From an optimization exercise on the open Yosys and OpenROAD flow, aimed at small area; shortcuts taken in it are not production practice. Where RTL was checked, it was by simulation tests only, not by an equivalence proof against the original. Function not checked in runs 3 and 4: the RTL went through the layout flow alone. Power figures rest on the tool's default switching activity, not on a simulated workload.

### design.v
module pipeline(
    input clk,
    input rst,
    input [22:0] a,
    input [7:0] p,
    input [22:0] b,
    input [7:0] q,
    input m,
    output reg [7:0] final_exponent,
    output reg [22:0] normal_mantissa_sum
);
    wire [22:0] orp;
    assign orp[0] = 1'b0;
    genvar i;
    generate
        for (i = 1; i < 23; i = i + 1) begin : g_orp
            assign orp[i] = orp[i-1] | b[i-1];
        end
    endgenerate
    wire [22:0] bn = b ^ ({23{m}} & orp);
    wire       g   = p > q;
    wire [7:0] d   = g ? p - q : q - p;
    wire [7:0] e   = g ? p : q;
    wire [22:0] mx = g ? a : bn;
    wire [22:0] mn = g ? bn : a;
    wire [23:0] sh = {1'b1, mn} >> d;
    reg [7:0]  e0;
    reg [22:0] m0;
    reg [23:0] s0;
    always @(posedge clk) begin
        e0 <= e;
        m0 <= mx;
        s0 <= sh;
    end
    reg [7:0]  e1;
    reg [22:0] m1;
    reg [23:0] s1;
    always @(posedge clk) begin
        e1 <= e0;
        m1 <= m0;
        s1 <= s0;
    end
    reg r1, r2;
    always @(posedge clk) begin
        r1 <= rst;
        r2 <= r1;
    end
    wire [24:0] sum = {2'b01, m1} + ({1'b0, s1} ^ {25{m}}) + {24'd0, m};
    wire c2n = (rst | r1) ? 1'b0 : (r2 ? ~m : sum[24]);
    reg        c2;
    reg [23:0] r2v;
    reg [7:0]  e2;
    always @(posedge clk) begin
        c2 <= c2n;
        if (rst | r1 | r2) begin
            r2v <= 24'd0;
            e2  <= 8'd0;
        end else begin
            r2v <= sum[23:0];
            e2  <= e1;
        end
    end
    wire z16 = ~|r2v[23:8];
    wire k16 = ~c2 & z16;
    wire [23:0] t16 = k16 ? {r2v[7:0], 16'd0} : r2v;
    wire z8 = ~|t16[23:16];
    wire k8 = ~c2 & z8;
    wire [23:0] t8 = k8 ? {t16[15:0], 8'd0} : t16;
    wire z4 = ~|t8[23:20];
    wire k4 = ~c2 & z4;
    wire [23:0] t4 = k4 ? {t8[19:0], 4'd0} : t8;
    wire z2 = ~|t4[23:22];
    wire k2 = ~c2 & z2;
    wire [23:0] t2 = k2 ? {t4[21:0], 2'd0} : t4;
    wire k1 = c2 | ~t2[23];
    wire [22:0] t1 = k1 ? {t2[21:0], 1'b0} : t2[22:0];
    wire zz = k16 & k8;
    wire [7:0] n = {3'd0, k16, k8, k4 & ~zz, k2 & ~zz, k1 & ~zz};
    reg [7:0]  e3;
    reg [4:0]  n3;
    reg [22:0] r3;
    always @(posedge clk) begin
        if (rst) begin
            e3 <= 8'd0;
            n3 <= 5'd0;
            r3 <= 23'd0;
        end else begin
            e3 <= e2;
            n3 <= n[4:0];
            r3 <= t1;
        end
    end
    always @(posedge clk) begin
        if (rst) begin
            final_exponent <= 8'd0;
            normal_mantissa_sum <= 23'd0;
        end else begin
            final_exponent <= c2 ? e3 + {3'd0, n3} : e3 - {3'd0, n3};
            normal_mantissa_sum <= r3;
        end
    end
endmodule
### config.mk
export PLATFORM = sky130hd
export DESIGN_NAME = pipeline
export DESIGN_NICKNAME = pipeline
export VERILOG_FILES = /design/flow/design.v
export SDC_FILE = /design/flow/constraint.sdc
export NUM_CORES = 4
export LEC_CHECK = 0
export ABC_AREA = 1
export CAP_MARGIN = 20
export CORE_MARGIN = 2
export CORE_UTILIZATION = 40
export CTS_BUF_LIST = sky130_fd_sc_hd__clkbuf_4 sky130_fd_sc_hd__clkbuf_8
export GPL_TIMING_DRIVEN = 0
export SLEW_MARGIN = 20
### standard.sh
#!/bin/bash
# synth_recipe.tcl (not shown) runs the flow's synth.tcl, then flattens the netlist and writes it again
# the make line also repeats each setting of config.mk as NAME=value (left out here)
make -C /OpenROAD-flow-scripts/flow DESIGN_CONFIG=/design/flow/config.mk WORK_HOME=/design/flow/orfs CLKGATE_MAP_FILE= SYNTH_SCRIPT=/design/flow/synth_recipe.tcl "${@:-finish}"
### flow/run.sh
#!/bin/bash
set -euo pipefail
bash standard.sh "BUFFER_PORTS_ARGS=-buffer_cell sky130_fd_sc_hd__buf_1" finish > standard_flow.log 2>&1
### constraint.sdc
create_clock -name core_clock -period 4.0 [get_ports {clk}]
set_input_delay 0.8000 -clock core_clock [delete_from_list [all_inputs] [get_ports {clk}]]
set_output_delay 0.8000 -clock core_clock [all_outputs]
set_load 0.01 [all_outputs]
==> results.json, run 1 <==
{
  "outcome": "complete, no violations",
  "drc": 0,
  "hp-class": "register to register",
  "grt_start_max_net_pins": 11,
  "place_area_sq_um": 11370,
  "post_synth_xor_area_fraction": 0.04535,
  "cts_root_buf": "clkbuf_8",
  "synthesized_area_divided_by_synthesized_cell_count_sq_um": 7.307,
  "seq_power_share": 0.337,
  "synth-async-reset-ratio": 0,
  "cts_tree": "yes",
  "area_growth_pct": 14.97,
  "worst-path-max-fanout": 10,
  "synthesis.yosys.warnings": 1,
  "intPower_uw": 4861,
  "critPathArrivalTime_ps": 4160,
  "share_of_the_synthesized_area_in_compound_gates_ao_oa_aoi_oai": 0.1612,
  "achievable_frequency_mhz": 266.0,
  "hpwlAfterDp_mm": 22.98,
  "synth_flop_cell": "dfxtp_1",
  "final.period_utilization": 0.9397,
  "p_switching_uw": 3128,
  "swShare": 0.3915,
  "gr-usage-all-layers": 0.2001,
  "timing.rr.end": "r3[8]",
  "reg2reg_setup_slack_ps": 800,
  "hold_viol": 0,
  "route.antenna.remaining_nets": 0,
  "r2r_cells": 20,
  "synth_enable_flop_cells": 0,
  "area_enclosed_by_the_die_boundary_sq_um": 27810,
  "numCtsBuffers": 34,
  "p_leak_uw": 0.005843,
  "finClkSkew_ps": 37.07,
  "worst_skew_pair.late_latency_ps": 530,
  "via_count": 9431,
  "drt_initial_violations": 501,
  "clock_edge_transition_at_the_registers_on_the_reported_setup_and_hold_paths_ps": 60,
  "worstSetupEndpoint": "s0[21]",
  "synth_cell_type_count": 52,
  "wire_length_of_the_first_global_routing_pass_mm": 44.97,
  "setup_tns_ps": 0,
  "post_synth_and_or_nand_nor_area_fraction": 0.2254,
  "tightestPinTransition_ps": 622.8,
  "fillerInstances": 2766,
  "die_height_um": 166.8,
  "fraction_of_final_layout_cells_with_drive_strength_greater_than_1": 0.08365,
  "pin_count": 96,
  "logic_pwr_share": 0.422,
  "initial_util": 0.4066,
  "post_cts_buffers": 0,
  "timing.hold.worst.start": "s0[4]",
  "timing.critical_path.required_ps": 4400,
  "synth.net_count": 1564,
  "power.density_cell_area_nw_per_um2": 655.9,
  "placeableCoreArea_sq_um": 26060,
  "cts_htree_levels": 2,
  "maximum_vdd_ir_drop_mv": 0.3633,
  "grt_pass1_vias": 9016,
  "worstSetupPathType": "primary input to register",
  "cts_hold_buf": 0,
  "synthMuxAreaShare": 0.003779,
  "end_kind": "register",
  "wirelength_mm": 28.24,
  "critPathLaunchType": "primary input",
  "timing.final.setup_violations": 0,
  "critical_path.startpoint": "p[0]",
  "cap_viol_max_count": 0,
  "final_nets": 1695,
  "postSynthCellCount": 1450,
  "dominant_combinational_cell_family_by_area_after_synthesis": "simple AND/OR/NAND/NOR gates",
  "grt_antenna_before_repair": 0,
  "ys_seq_area_frac": 0.4006,
  "final_cell_area_sq_um": 12180,
  "global_route.overflow_total": 0,
  "clock_sink_count": 212,
  "place_congestion": 0.9434,
  "clkPwrFrac": 0.241,
  "rsz0062_at_grt": "yes",
  "drt_pre_antenna_iters": 5,
  "flop_and_latch_count_out_of_synthesis": 212,
  "insertedDiodeCount": 0,
  "count_of_input_and_output_buffers": 95,
  "post_drt_wl_per_cell_um": 14.58,
  "worst_r2r_startpoint": "c2",
  "max-slew-margin-rel": 0.5820,
  "clockBufferDepth": 3,
  "vias_per_cell": 4.869,
  "die_x_um": 166.8,
  "synth.cell_area_sq_um": 10600,
  "finalWorstPathRequiredPeriod_ps": 3759,
  "timing.final.max_slew_violations": 0,
  "placementRows": 59,
  "synth-adder-area-share": 0.06070
}
[worst min path at each step]
stage                     depth (start not counted)      to
final                                             0   s1[4]
after global routing                              0   e1[3]
after CTS                                         0   s1[4]
after detailed placement                          0   s1[2]
after global placement                            0  s1[12]
after floorplan                                   0   e1[0]
[flip-flops by register name, indices dropped and copies added, names as in the netlist]
name	count
e1	8
r1	1
final_exponent	8
normal_mantissa_sum	23
m0	23
e3	8
r2v	24
s1	24
e2	8
m1	23
r2	1
r3	23
s0	24
c2	1
e0	8
n3	5
[layout by cell type (no fill, tap or decap), types with 5 or more instances in the layout]
cell / count
o21ai_2: 6
inv_1: 193
inv_2: 6
dfxtp_1: 212
buf_1: 96
a31oi_1: 9
ha_1: 45
buf_2: 10
o21a_1: 12
clkbuf_1: 28
nor3_1: 11
buf_6: 14
o21ai_0: 104
nor2_1: 119
xnor2_1: 7
nand4_1: 13
clkbuf_4: 8
clkbuf_8: 43
a21oi_1: 111
xor2_1: 43
nand2_1: 319
o211ai_1: 11
or2_2: 5
o21ai_1: 33
nand3_1: 68
a21oi_2: 6
[worst max-delay path, cell delays in order]
cell and delay (ps):
buf_1 90, inv_1 70, ha_1 180, inv_1 60, fa_1 360, inv_1 110, o21ai_1 100, nand2_1 70
o211ai_1 70, nand2_1 120, buf_4 190, mux2i_1 360, o21ai_0 190, xor2_2 230, nor2_1 510, inv_1 150
buf_2 220, nor3_1 270
[cell type report]
class / instances / area (sq um) / area share
Clock buffer: 49 / 630.6 / 0.05177
Timing Repair Buffer: 95 / 357.8 / 0.02938
Buffer: 58 / 359.1 / 0.02948
Inverter: 201 / 757.0 / 0.06214
Clock inverter: 8 / 98.84 / 0.008114
Tap cell: 335 / 419.2 / 0.03441
Multi-Input combinational cell: 979 / 5315 / 0.4363
Sequential cell: 212 / 4244 / 0.3484
[power by group through the flow]
stage | clock network, uW | registers [uW] | logic, uW
finish | 1930 | 2690 | 3370
global route | 2080 | 2740 | 3840
CTS | 1980 | 2700 | 3350
detailed placement | 0 | 2740 | 3320
global placement | 0 | 2740 | 3300
floorplan | 0 | 2730 | 2500
[per-layer routing]
metal / vias to the layer above / wire length (um) / global-route usage
met5: - / 0 / 0
met4: 0 / 1242 / 0.1004
met3: 72 / 1064 / 0.02923
met2: 231 / 13890 / 0.3665
met1: 4216 / 12040 / 0.2259
li1: 4912 / - / -
[per-stage QoR]
stage,util,setup slack [ps],power (uW),cells,hold WS [ps]
floorplan,-,16.16,5230,1450,309.6
global placement,0.4365,-1408,6037,1880,311.0
detailed placement,0.4365,-1369,6062,1880,312.1
CTS,0.4658,20.37,8033,1937,304.5
global route,0.4675,-38.84,8656,1937,323.3
finish,0.4675,241.2,7990,1937,306.7
[cells by family (layout without fill, tap and decap cells)]
kind of cell | count (synthesis) | count (layout)
AOI/OAI and AO/OA | 311 | 311
xor gates and xnor gates | 54 | 54
adders and majority gates | 49 | 49
buffers and inverters | 259 | 411
DFF | 212 | 212
muxes | 4 | 4
and+or+nand+nor | 561 | 561
[timing repair]
action                     4_1_cts  5_1_grt
resized for setup                9       10
setup endpoints to repair       12        8
pin swaps                        0        0
hold endpoints to repair         0        0
[cells in the mapped netlist (3+ instances only)]
master / instances / area share
nand2_1: 319 / 0.11
dfxtp_1: 212 / 0.40
inv_1: 193 / 0.068
nor2_1: 119 / 0.042
a21oi_1: 112 / 0.053
o21ai_0: 104 / 0.049
nand3_1: 68 / 0.032
xor2_1: 46 / 0.038
ha_1: 45 / 0.053
o21ai_1: 36 / 0.017
clkbuf_1: 30 / 0.011
buf_6: 13 / 0.014
nand4_1: 13 / 0.0077
o21a_1: 12 / 0.0085
nor3_1: 11 / 0.0052
o211ai_1: 11 / 0.0078
a31oi_1: 10 / 0.0059
buf_2: 9 / 0.0043
xnor2_1: 7 / 0.0058
inv_2: 6 / 0.0021
a21oi_2: 5 / 0.0041
or2_2: 5 / 0.0030
a22o_1: 4 / 0.0033
buf_1: 4 / 0.0014
fa_1: 4 / 0.0076
mux2i_1: 4 / 0.0038
o21bai_1: 4 / 0.0028
nand2_2: 3 / 0.0018
nand4_2: 3 / 0.0035
nor2_2: 3 / 0.0018
o21ai_2: 3 / 0.0025
o221ai_1: 3 / 0.0025
==> run 2: changes to the inputs <==
==> run.sh (new file) <==
#!/bin/bash
# synth_recipe.tcl (not shown) runs the flow's synth.tcl, then flattens the netlist and writes it again
# the make line also repeats each setting of config.mk as NAME=value (left out here)
make -C /OpenROAD-flow-scripts/flow DESIGN_CONFIG=/design/flow/config.mk WORK_HOME=/design/flow/orfs CLKGATE_MAP_FILE= SYNTH_SCRIPT=/design/flow/synth_recipe.tcl finish
--- a/config.mk
+++ b/config.mk
@@ -10,5 +10,4 @@
 export CORE_MARGIN = 2
 export CORE_UTILIZATION = 40
-export CTS_BUF_LIST = sky130_fd_sc_hd__clkbuf_4 sky130_fd_sc_hd__clkbuf_8
 export GPL_TIMING_DRIVEN = 0
 export SLEW_MARGIN = 20
removed: flow/run.sh
removed: standard.sh
==> run 2 against run 1 <==
Area after synthesis stayed put; global-route usage grew 0.70 points; cell count down 0.41%; sequential cell count did not move; critical path type unchanged; critical endpoint is now s0[3]; largest cell class unchanged; highest routed layer unchanged.
==> results.json, run 2 <==
{
  "synth.net_count": 1564,
  "count_of_input_and_output_buffers": 95,
  "finClkSkew_ps": 14.26,
  "worstHoldPathCells": 0,
  "timing.final.setup_violations": 0,
  "timing.critical_path.required_ps": 4420,
  "clock_sink_count": 212,
  "fraction_of_final_layout_cells_with_drive_strength_greater_than_1": 0.09410,
  "r2r_cells": 20,
  "cts_htree_levels": 1,
  "initial_util": 0.4066,
  "placeableCoreArea_sq_um": 26060,
  "final.period_utilization": 0.9527,
  "registers_with_the_highest_flip_flop_counts": "r2v x24, s0 x24, s1 x24",
  "placementRows": 59,
  "synth-async-reset-ratio": 0,
  "global_route.overflow_total": 0,
  "post_drt_wl_per_cell_um": 14.99,
  "end_kind": "register",
  "hold_viol": 0,
  "hpwlAfterDp_mm": 23.44,
  "achievable_frequency_mhz": 262.4,
  "final_util": 0.5012,
  "insertedDiodeCount": 0,
  "critPathArrivalTime_ps": 4230,
  "outcome": "complete, no violations",
  "p_switching_uw": 3240,
  "vias_per_cell": 4.880,
  "clock_edge_transition_at_the_registers_on_the_reported_setup_and_hold_paths_ps": 60,
  "die_x_um": 166.8,
  "commonest_non_fill_non_tap_cells_in_the_layout": "nand2_1 (318), dfxtp_1 (212), inv_1 (192), nor2_1 (116), a21oi_1 (108)",
  "netlist_top_cells_area": "dfxtp_1 (40%), nand2_1 (11%), inv_1 (6.8%)",
  "synth.cell_area_sq_um": 10600,
  "logic_pwr_share": 0.423,
  "fillerInstances": 2600,
  "synthesis.yosys.warnings": 1,
  "final_common_cell": "nand2_1",
  "worstSetupPathType": "primary input to register",
  "pin_count": 96,
  "route.antenna.remaining_nets": 0,
  "drt_pre_antenna_iters": 4,
  "intPower_uw": 5338,
  "ys_seq_area_frac": 0.4006,
  "max-slew-margin-rel": 0.5749,
  "netlist.area_leader.share": 0.4006,
  "via_count": 9413,
  "grt_antenna_before_repair": 0,
  "seqCellArea_sq_um": 4244,
  "cts_hold_buf": 0,
  "synthesized_area_divided_by_synthesized_cell_count_sq_um": 7.307,
  "worst_skew_pair.late_latency_ps": 500,
  "timing.final.max_slew_violations": 0,
  "critPathLaunchType": "primary input",
  "tightestPinTransition_ps": 637.6,
  "seq_power_share": 0.315,
  "maximum_vdd_ir_drop_mv": 0.4123,
  "wire_length_of_the_first_global_routing_pass_mm": 46.42,
  "wirelength_mm": 28.91,
  "area_growth_pct": 23.28,
  "grt_pass1_vias": 9078,
  "postSynthCellCount": 1450,
  "drt_initial_violations": 649,
  "place_congestion": 0.9390,
  "worst-path-max-fanout": 10,
  "clockBufferDepth": 3,
  "area_enclosed_by_the_die_boundary_sq_um": 27810,
  "synth.top_cells.by_count": "nand2_1 (319), dfxtp_1 (212), inv_1 (193)",
  "p_leak_uw": 0.006193,
  "swShare": 0.3777,
  "hp-class": "register to register",
  "final_nets": 1693,
  "die_height_um": 166.8,
  "flop_and_latch_count_out_of_synthesis": 212,
  "cts_root_buf": "clkbuf_16",
  "drc": 0,
  "synth.most_common_cell": "nand2_1",
  "yosys_top_cell_by_area": "dfxtp_1",
  "cap_viol_max_count": 0,
  "grt_start_max_net_pins": 16,
  "power.density_cell_area_nw_per_um2": 656.7,
  "setup_tns_ps": 0,
  "numCtsBuffers": 23,
  "clkPwrFrac": 0.263,
  "synth_cell_type_count": 52,
  "gr-usage-all-layers": 0.2071,
  "synth_flop_cell": "dfxtp_1",
  "synth_enable_flop_cells": 0,
  "area_of_combinational_cells_with_multiple_inputs_sq_um": 5406,
  "cts_tree": "yes",
  "finalWorstPathRequiredPeriod_ps": 3811
}
-- run 2: cell count changes in the layout (fill, tap and decap cells not counted), moves of 4 or more --
cell	previous run	this run
buf_1	96	3
buf_2	10	6
buf_4	3	11
clkbuf_1	28	22
clkbuf_16	0	23
clkbuf_2	0	8
clkbuf_4	8	2
clkbuf_8	43	4
clkdlybuf4s50_1	0	94
o21ai_0	104	100
o21ai_2	6	13
-- run 2: critical path, cell delays in order --
cell and delay [ps]:
clkdlybuf4s50_1 490, inv_1 70, ha_1 440, nand2_1 160, nor2_1 130, nand2_1 60
o211ai_1 100, nand2_2 120, inv_4 130, nand2_1 70, nand2_1 100, nand3_4 130
nor2_4 210, inv_1 130, o22ai_1 180, inv_1 70, nand2_1 60, o21ai_1 120
or2_1 260, nand3_1 90, nand3_1 90, a21oi_2 210
-- run 2: routing by layer --
layer	global-route usage	routed length (um)
met5	0	0
met4	0.1012	1381
met3	0.02305	1059
met2	0.3753	14350
met1	0.2427	12120
-- run 2: layout make-up --
cell class	instances	area share
inverters	201	0.05815
well taps	335	0.03209
clock buffers	27	0.04675
repair buffers	104	0.07759
multi-input cells	979	0.4139
plain buffers	58	0.02979
clock inverters	13	0.01676
flip-flops and latches	212	0.3249
-- run 2: through the flow --
| stage | instances | cell area [sq um] | hold slack [ps] | power, uW | setup WS [ps] |
|---|---|---|---|---|---|
| after floorplan | 1450 | 10600 | 309.6 | 5230 | 16.16 |
| after global placement | 1880 | 11970 | 310.3 | 6185 | -1719 |
| after detailed placement | 1880 | 11970 | 312.1 | 6213 | -1770 |
| after CTS | 1920 | 12860 | 319.1 | 8517 | -45.10 |
| after global routing | 1929 | 13060 | 320.8 | 9233 | -37.33 |
| final | 1929 | 13060 | 317.9 | 8577 | 189.0 |
-- run 2: power groups by stage --
stage                     combinational (uW)  sequential (uW)  clock [uW]
after global routing                    4090             2740        2410
final                                   3620             2700        2250
after floorplan                         2500             2730           0
after global placement                  3450             2740           0
after detailed placement                3460             2750           0
after CTS                               3510             2710        2300
-- run 2: final timing paths --
| path | slack [ps] | startpoint | to |
|---|---|---|---|
| setup / recovery | 190 | p[5] | s0[3] |
| hold / removal | 320 | m0[9] | m1[9] |
| hold reg to reg | 320 | m0[9] | m1[9] |
| setup reg to reg | 830 | c2 | r3[8] |
-- run 2: logic make-up (layout without fill, tap and decap cells) --
logic type / Yosys count / after routing / synth area share
AND/OR/NAND/NOR: 561 / 561 / 0.2254
AO/OA/AOI/OAI: 311 / 311 / 0.1612
buffers and inverters: 259 / 403 / 0.1030
flip-flops: 212 / 212 / 0.4006
XOR/XNOR: 54 / 54 / 0.04535
adder cells (fa/ha/maj): 49 / 49 / 0.06070
multiplexers: 4 / 4 / 0.003779
-- run 2: repair_timing --
action                     in CTS  in global routing
pin swaps                       0                  9
setup buffers                   0                  9
hold endpoints to repair        0                  0
setup endpoints to repair      22                 48
resized for setup              16                 53
==> run 3: changes to the inputs <==
--- a/design.v
+++ b/design.v
@@ -77,15 +77,13 @@
     wire zz = k16 & k8;
     wire [7:0] n = {3'd0, k16, k8, k4 & ~zz, k2 & ~zz, k1 & ~zz};
-    reg [7:0]  e3;
-    reg [4:0]  n3;
+    wire [7:0] fn = c2n ? e2 + n : e2 - n;
+    reg [7:0]  f3;
     reg [22:0] r3;
     always @(posedge clk) begin
         if (rst) begin
-            e3 <= 8'd0;
-            n3 <= 5'd0;
+            f3 <= 8'd0;
             r3 <= 23'd0;
         end else begin
-            e3 <= e2;
-            n3 <= n[4:0];
+            f3 <= fn;
             r3 <= t1;
         end
@@ -96,5 +94,5 @@
             normal_mantissa_sum <= 23'd0;
         end else begin
-            final_exponent <= c2 ? e3 + {3'd0, n3} : e3 - {3'd0, n3};
+            final_exponent <= f3;
             normal_mantissa_sum <= r3;
         end
--- a/config.mk
+++ b/config.mk
@@ -6,8 +6,6 @@
 export NUM_CORES = 4
 export LEC_CHECK = 0
-export ABC_AREA = 1
 export CAP_MARGIN = 20
 export CORE_MARGIN = 2
 export CORE_UTILIZATION = 40
-export GPL_TIMING_DRIVEN = 0
 export SLEW_MARGIN = 20
==> run 3 against run 2 <==
Now fails the layout checks on setup timing; maximum frequency is 11% lower; register-to-register slack worse by 1100 ps; sequential power fell by 8.9%; die area increased by 2.6%; clock-buffer cell count decreased by 1; global-route usage decreased by 1.1 points; clock skew decreased by 6.2 ps; via count increased by 3.6%; cell count decreased by 1.7%; critical endpoint is now f3[7]; largest power group unchanged.
==> results.json, run 3 <==
{
  "outcome": "finished with violations",
  "checkFailReasons": "setup timing",
  "synth_enable_flop_cells": 0,
  "worst-path-max-fanout": 7,
  "grt_antenna_before_repair": 0,
  "die_x_um": 168.9,
  "crit_path_top_delay_cell": "ha_1",
  "final.period_utilization": 1.077,
  "worstPathBufferInverterCount": 3,
  "global_route.overflow_total": 0,
  "count_of_input_and_output_buffers": 95,
  "hp-class": "register to register",
  "synth.most_common_cell": "dfxtp_1",
  "place_congestion": 0.9033,
  "critPathArrivalTime_ps": 4660,
  "clock_sink_count": 207,
  "hpwlAfterDp_mm": 22.35,
  "vias_per_cell": 5.142,
  "insertedDiodeCount": 0,
  "fraction_of_final_layout_cells_with_drive_strength_greater_than_1": 0.2751,
  "drt_pre_antenna_iters": 5,
  "wirelength_mm": 28.36,
  "area_enclosed_by_the_die_boundary_sq_um": 28530,
  "worst_path_setup_slack_after_routing_ps": -306.1,
  "netlist.area_leader.share": 0.3809,
  "timing.critical_path.required_ps": 4360,
  "cap_viol_max_count": 0,
  "die_height_um": 168.9,
  "synth.net_count": 1316,
  "globalRouteMet2Util": 0.3640,
  "area_growth_pct": 39.69,
  "maximum_vdd_ir_drop_mv": 0.2546,
  "synthesized_area_divided_by_synthesized_cell_count_sq_um": 9.058,
  "commonest_non_fill_non_tap_cells_in_the_layout": "buf_4 (277), dfxtp_1 (206), nand2_1 (115), clkdlybuf4s50_1 (93), nor2_1 (90)",
  "route.antenna.remaining_nets": 0,
  "drt_initial_violations": 595,
  "wire_length_of_the_first_global_routing_pass_mm": 45.86,
  "hold_viol": 0,
  "post_drt_wl_per_cell_um": 14.95,
  "placementRows": 60,
  "final_common_cell": "buf_4",
  "finClkSkew_ps": 8.093,
  "synth.top_cells.by_count": "dfxtp_1 (207), nand2_1 (115), nor2_1 (92)",
  "finalWorstPathRequiredPeriod_ps": 4306,
  "netlist_top_cells_area": "dfxtp_1 (38%), ha_1 (5.3%), nand2_1 (4.0%)",
  "initial_util": 0.4059,
  "postSynthCellCount": 1201,
  "cp_slowest_stage_delay_ps": 330,
  "critPathLaunchType": "primary input",
  "gr-usage-all-layers": 0.1960,
  "ys_seq_area_frac": 0.3809,
  "worstSetupPathType": "primary input to register",
  "timing.final.setup_violations": 2,
  "globalRoute.busiestLayer": "met2",
  "path_delay_family": "compound AO/OA/AOI/OAI gates",
  "grtUsageMet3": 0.01894,
  "final_util": 0.5670,
  "final_nets": 1659,
  "achievable_frequency_mhz": 232.2,
  "yosys_top_cell_by_area": "dfxtp_1",
  "worstPathCellList": "buf_12 -> buf_8 -> xor2_2 -> ha_1 -> a21o_1 -> a21oi_2 -> a21boi_2 -> o31a_1 -> a221oi_2 -> buf_4 -> o21ai_4 -> and3_4 -> nor2_4 -> mux2i_1 -> ha_1 -> a21boi_2 -> o21ai_1 -> nand2b_1 -> a21o_1 -> a21oi_2 -> xnor2_1 -> xnor2_1 -> nor2_1",
  "power.density_cell_area_nw_per_um2": 539.3,
  "cts_tree": "yes",
  "synthesis.yosys.warnings": 1,
  "cts_htree_levels": 1,
  "timing.final.max_slew_violations": 0,
  "registers_with_the_highest_flip_flop_counts": "r2v x24, s0 x24, s1 x24",
  "grt.met1_usage": 0.2311,
  "p_leak_uw": 0.006637,
  "cts_hold_buf": 0,
  "max-slew-margin-rel": 0.6181,
  "grt_start_max_net_pins": 58,
  "rsz0062_at_grt": "yes",
  "tightestPinTransition_ps": 567.6,
  "cts_root_buf": "clkbuf_16",
  "clock_edge_transition_at_the_registers_on_the_reported_setup_and_hold_paths_ps": 70,
  "end_kind": "register",
  "numCtsBuffers": 19,
  "synth_cell_type_count": 86,
  "synth.cell_area_sq_um": 10880,
  "synth_flop_cell": "dfxtp_1",
  "via_count": 9754,
  "setup_tns_ps": -419.4,
  "pin_count": 96,
  "flop_and_latch_count_out_of_synthesis": 207,
  "drc": 0,
  "placeableCoreArea_sq_um": 26800,
  "worst_skew_pair.late_latency_ps": 480,
  "synth-async-reset-ratio": 0,
  "grt_pass1_vias": 9411,
  "clockBufferDepth": 3
}
## run 3: changes by cell type in the layout (fill, tap and decap cells not counted), sizes merged, moves of 33 or more
cell and change:
clkbuf -33, nand3 -44, buf +260, nand2 -207, mux2i +37, o21ai -85
nor2b +39, inv -164, a21oi -53
## run 3: what timing repair did
item,4_1_cts,5_1_grt
setup endpoints to repair,5,17
setup buffers,40,8
gates cloned,0,0
resized for setup,25,33
pin swaps,22,37
## run 3: final cells by class
class / count / area (sq um)
fill: 2394 / 11600
multi-input combinational: 889 / 6544
sequential: 207 / 4145
timing repair buffer: 389 / 3248
clock buffer: 26 / 551.8
tap: 341 / 426.7
inverter: 38 / 142.6
clock inverter: 7 / 138.9
## run 3: through the flow
stage / hold WS [ps] / setup WS, ps / cell area [sq um] / power [uW] / cells
after floorplan: 309.6 / -1010 / 10990 / 4635 / 1201
after global placement: 310.3 / -870.0 / 13950 / 5941 / 1824
after global routing: 329.1 / -487.5 / 15200 / 8694 / 1897
final: 323.2 / -306.1 / 15200 / 8195 / 1897
after detailed placement: 312.1 / -1001 / 13950 / 5977 / 1824
after CTS: 322.6 / -263.8 / 15050 / 8128 / 1897
## run 3: report_power, final
| group | internal (uW) | leakage [uW] | switching, uW |
|---|---|---|---|
| Clock | 1220 | 0.000341 | 728 |
| Sequential | 2370 | 0.00170 | 89.7 |
| Combinational | 1890 | 0.00459 | 1890 |
| Total | 5480 | 0.00664 | 2710 |
## run 3: worst paths after layout
check	startpoint	to	slack (ps)	cells past startpoint
worst max register to register	s1[0]	f3[7]	-290	22
worst min register to register	m0[19]	m1[19]	320	0
worst min-delay path	m0[19]	m1[19]	320	0
worst max-delay path	m	f3[7]	-310	23
## run 3: layer usage
layer	vias to the layer above	wire (um)
li1	4994	-
met1	4456	12360
met2	244	14140
met3	60	887
met4	0	975
met5	-	0
## run 3: logic make-up after synthesis
family,share of synthesized area
compound gates,0.1892
xor+xnor,0.06521
fa+ha+maj,0.06026
buf+inv,0.03979
flops,0.3809
mux,0.08948
simple gates,0.1752
## run 3: worst register-to-register path, cell delays in order, from the launching register on
cell	delay, ps
dfxtp_2	360
mux2i_4	250
inv_2	80
fa_2	370
a21oi_2	180
nand4b_1	170
a21boi_2	80
o31a_1	300
a221oi_2	310
buf_4	180
o21ai_4	50
and3_4	230
nor2_4	110
mux2i_1	190
ha_1	260
a21boi_2	170
o21ai_1	130
nand2b_1	90
a21o_1	170
a21oi_2	140
xnor2_1	150
xnor2_1	140
nor2_1	50
==> run 4: changes to the inputs <==
--- a/design.v
+++ b/design.v
@@ -77,5 +77,7 @@
     wire zz = k16 & k8;
     wire [7:0] n = {3'd0, k16, k8, k4 & ~zz, k2 & ~zz, k1 & ~zz};
-    wire [7:0] fn = c2n ? e2 + n : e2 - n;
+    wire [7:0] fa = e2 + n;
+    wire [7:0] fs = e2 - n;
+    wire [7:0] fn = ({8{c2n}} & fa) | ({8{~c2n}} & fs);
     reg [7:0]  f3;
     reg [22:0] r3;
--- a/config.mk
+++ b/config.mk
@@ -9,3 +9,4 @@
 export CORE_MARGIN = 2
 export CORE_UTILIZATION = 40
+export GPL_TIMING_DRIVEN = 0
 export SLEW_MARGIN = 20
==> run 4 against run 3 <==
Still fails the layout checks on setup timing; cell count is 10% lower; first-iteration DRC count is 33% lower; worst setup slack better by 180 ps; maximum frequency is 4.5% higher; sequential share of layout area is 2.7 points higher; register-to-register slack better by 170 ps; clock skew is 1.9 ps higher; critical path depth is 4 lower; global-route usage is 0.074 points lower; utilization is 3.2 points lower; combinational power is 8.4% lower; sequential cell count stayed put; critical path type is now register to register.
==> results.json, run 4 <==
{
  "outcome": "finished with violations",
  "checkFailReasons": "setup timing",
  "hold_viol": 0,
  "synth.top_cells.by_count": "dfxtp_1 (207), nor2_1 (138), nand2_1 (92)",
  "clock_edge_transition_at_the_registers_on_the_reported_setup_and_hold_paths_ps": 60,
  "critPathArrivalTime_ps": 4500,
  "timing.final.max_slew_violations": 0,
  "synthesis.yosys.warnings": 1,
  "grt_antenna_before_repair": 0,
  "drt_pre_antenna_iters": 5,
  "numCtsBuffers": 22,
  "path_common_cell": "nor2_1",
  "wirelength_mm": 28.25,
  "cts_htree_levels": 1,
  "seqCellArea_sq_um": 4151,
  "cp_slowest_stage_delay_ps": 540,
  "count_of_input_and_output_buffers": 95,
  "finalWorstPathRequiredPeriod_ps": 4121,
  "hpwlAfterDp_mm": 21.70,
  "worst_path_setup_slack_after_routing_ps": -121.4,
  "synth-async-reset-ratio": 0,
  "worst-path-max-fanout": 6,
  "final.period_utilization": 1.030,
  "synth_cell_type_count": 85,
  "gr-usage-all-layers": 0.1953,
  "die_x_um": 166.1,
  "via_count": 8945,
  "synth_flop_cell": "dfxtp_1",
  "end_kind": "register",
  "synth.net_count": 1296,
  "worst_skew_pair.late_latency_ps": 490,
  "final_nets": 1465,
  "timing.critical_path.required_ps": 4380,
  "critPathLaunchType": "register",
  "synth.most_common_cell": "dfxtp_1",
  "rsz0062_at_grt": "yes",
  "worstSetupPathType": "register to register",
  "final_util": 0.5353,
  "crit_path_top_delay_cell": "or4_4",
  "netlist.area_leader.share": 0.3941,
  "timing.hold.worst.start": "s0[18]",
  "post_drt_wl_per_cell_um": 16.62,
  "area_growth_pct": 31.90,
  "hp-class": "register to register",
  "postSynthCellCount": 1179,
  "finClkSkew_ps": 9.962,
  "p_leak_uw": 0.005784,
  "final.hold.worst_slack_ps": 321.3,
  "tightestPinTransition_ps": 687.0,
  "worstPathCellList": "or4_4 -> nor3_4 -> nand3_2 -> o211a_1 -> buf_6 -> a221o_1 -> buf_6 -> a211oi_4 -> nand3_2 -> ha_4 -> inv_4 -> a21oi_2 -> o21bai_1 -> a21oi_1 -> nor2_1 -> nor2_1 -> nor2_1 -> mux2i_2 -> mux2_4",
  "fillerInstances": 2376,
  "vias_per_cell": 5.262,
  "placementRows": 59,
  "initial_util": 0.4059,
  "ys_seq_area_frac": 0.3941,
  "die_height_um": 166.1,
  "place_congestion": 0.9073,
  "worst_r2r_startpoint": "r2v[11]",
  "wire_length_of_the_first_global_routing_pass_mm": 44.38,
  "maximum_vdd_ir_drop_mv": 0.4706,
  "synthesized_area_divided_by_synthesized_cell_count_sq_um": 8.920,
  "critical_path.startpoint": "r2v[11]",
  "fraction_of_final_layout_cells_with_drive_strength_greater_than_1": 0.1804,
  "final_common_cell": "dfxtp_1",
  "max-slew-margin-rel": 0.5372,
  "synth.cell_area_sq_um": 10520,
  "clockBufferDepth": 3,
  "power.density_cell_area_nw_per_um2": 586.1,
  "yosys_top_cell_by_area": "dfxtp_1",
  "area_enclosed_by_the_die_boundary_sq_um": 27600,
  "flop_and_latch_count_out_of_synthesis": 207,
  "synth_enable_flop_cells": 0,
  "area_of_combinational_cells_with_multiple_inputs_sq_um": 6590,
  "placeableCoreArea_sq_um": 25910,
  "drc": 0,
  "achievable_frequency_mhz": 242.6,
  "cts_root_buf": "clkbuf_16",
  "clock_sink_count": 207,
  "drt_initial_violations": 397,
  "timing.final.setup_violations": 3,
  "cts_hold_buf": 0,
  "cts_tree": "yes",
  "grt_start_max_net_pins": 16,
  "commonest_non_fill_non_tap_cells_in_the_layout": "dfxtp_1 (205), nor2_1 (134), nand2_1 (88), clkdlybuf4s50_1 (84), a21oi_1 (59)",
  "pin_count": 96,
  "route.antenna.remaining_nets": 0,
  "grt_pass1_vias": 8740,
  "registers_with_the_highest_flip_flop_counts": "r2v x24, s0 x24, s1 x24",
  "global_route.overflow_total": 0,
  "netlist_top_cells_area": "dfxtp_1 (39%), ha_1 (5.6%), mux2i_1 (5.4%)",
  "cap_viol_max_count": 0
}
run 4: timing repair:
action	4_1_cts	5_1_grt
hold endpoints to repair	0	0
cloned	0	0
setup endpoints to repair	63	42
resized for setup	70	78
pin swaps	29	23
setup buffers	43	11
run 4: cells by family (layout without fill, tap and decap cells):
logic type,Yosys count,count (layout),synth area share
simple gates,396,396,0.1785
compound gates,278,278,0.1838
flops,207,207,0.3941
buf+inv,99,284,0.03867
mux,77,77,0.08126
xor+xnor,70,70,0.05830
fa+ha+maj,52,52,0.06544
other cells,0,1,0
run 4: per-stage QoR:
stage / setup slack [ps] / TNS (ps) / cell area [sq um] / instances / power (uW)
finish: -121.4 / -328.4 / 13870 / 1700 / 8130
global route: -325.4 / -1132 / 13870 / 1699 / 8604
CTS: -117.8 / -336.9 / 13460 / 1689 / 7989
detailed placement: -1333 / -61320 / 12070 / 1609 / 5495
global placement: -1342 / -61350 / 12070 / 1609 / 5468
floorplan: -22.04 / -118.3 / 10700 / 1179 / 4702
run 4: layout make-up:
type / instances / share of cell area
diodes: 1 / 0.0001804
plain buffers: 59 / 0.02652
clock buffers: 27 / 0.04546
clock inverters: 13 / 0.01263
inverters: 37 / 0.01019
multi-input cells: 873 / 0.4751
flip-flops and latches: 207 / 0.2993
well taps: 335 / 0.03022
repair buffers: 148 / 0.1004
run 4: path summary, 6_finish.rpt:
check                              end  slack [ps]  cells past startpoint
worst min-delay path            s1[18]         320                      0
worst max-delay path             f3[7]        -120                     19
worst max register to register   f3[7]        -120                     19
worst min register to register  s1[18]         320                      0
run 4: worst max-delay path, delay by kind of cell (launching register included):
kind / cells / cell delay, ps
compound gates: 6 / 1260
buf+inv: 3 / 300
mux: 2 / 550
fa+ha+maj: 1 / 310
flops: 1 / 340
simple gates: 7 / 1260
run 4: routing by layer:
| layer | track usage | wire length [um] | vias up |
|---|---|---|---|
| met1 | 0.2290 | 11970 | 4098 |
| met5 | 0 | 0 | - |
| li1 | - | - | 4505 |
| met3 | 0.02288 | 1170 | 73 |
| met4 | 0.07524 | 974 | 0 |
| met2 | 0.3628 | 14130 | 269 |
run 4: power breakdown:
| part | total, uW | internal [uW] | switching [uW] |
|---|---|---|---|
| combinational | 3470 | 1550 | 1920 |
| sequential | 2510 | 2390 | 125 |
| clock | 2140 | 1330 | 814 |
| total | 8130 | 5270 | 2860 |

## what the ideal ports hide
No port has a modelled driver above. Below, the same layouts with a new extraction and two added sets of constraints.
Step 1, drivers: a clkbuf_16 drives clk and a buf_2 each remaining input, both assumed.
Step 2 adds t to the input delays and takes it off the output delays; t is the mean of the earliest and latest rising clock arrival at the registers after step 1. Input paths then give back, and output paths get back, about the clock's delay inside the block.
a / b / c = no drivers / after step 1 / after step 2; a / b = the first two.
run	shift t [ns]	slack for setup (ns)	worst setup path after step 2
run 1	0.554	0.241 / 0.258 / -0.296	input to register
run 2	0.543	0.189 / 0.213 / -0.330	input to register
run 3	0.524	-0.306 / -0.310 / -0.834	input to register
run 4	0.534	-0.121 / -0.121 / -0.452	input to register
With both steps, setup timing fails in run 1 and run 2, where it was met with ideal ports. The setup slack of run 1, which loses most, moves by +0.017 ns with the drivers and by -0.537 ns with both steps.
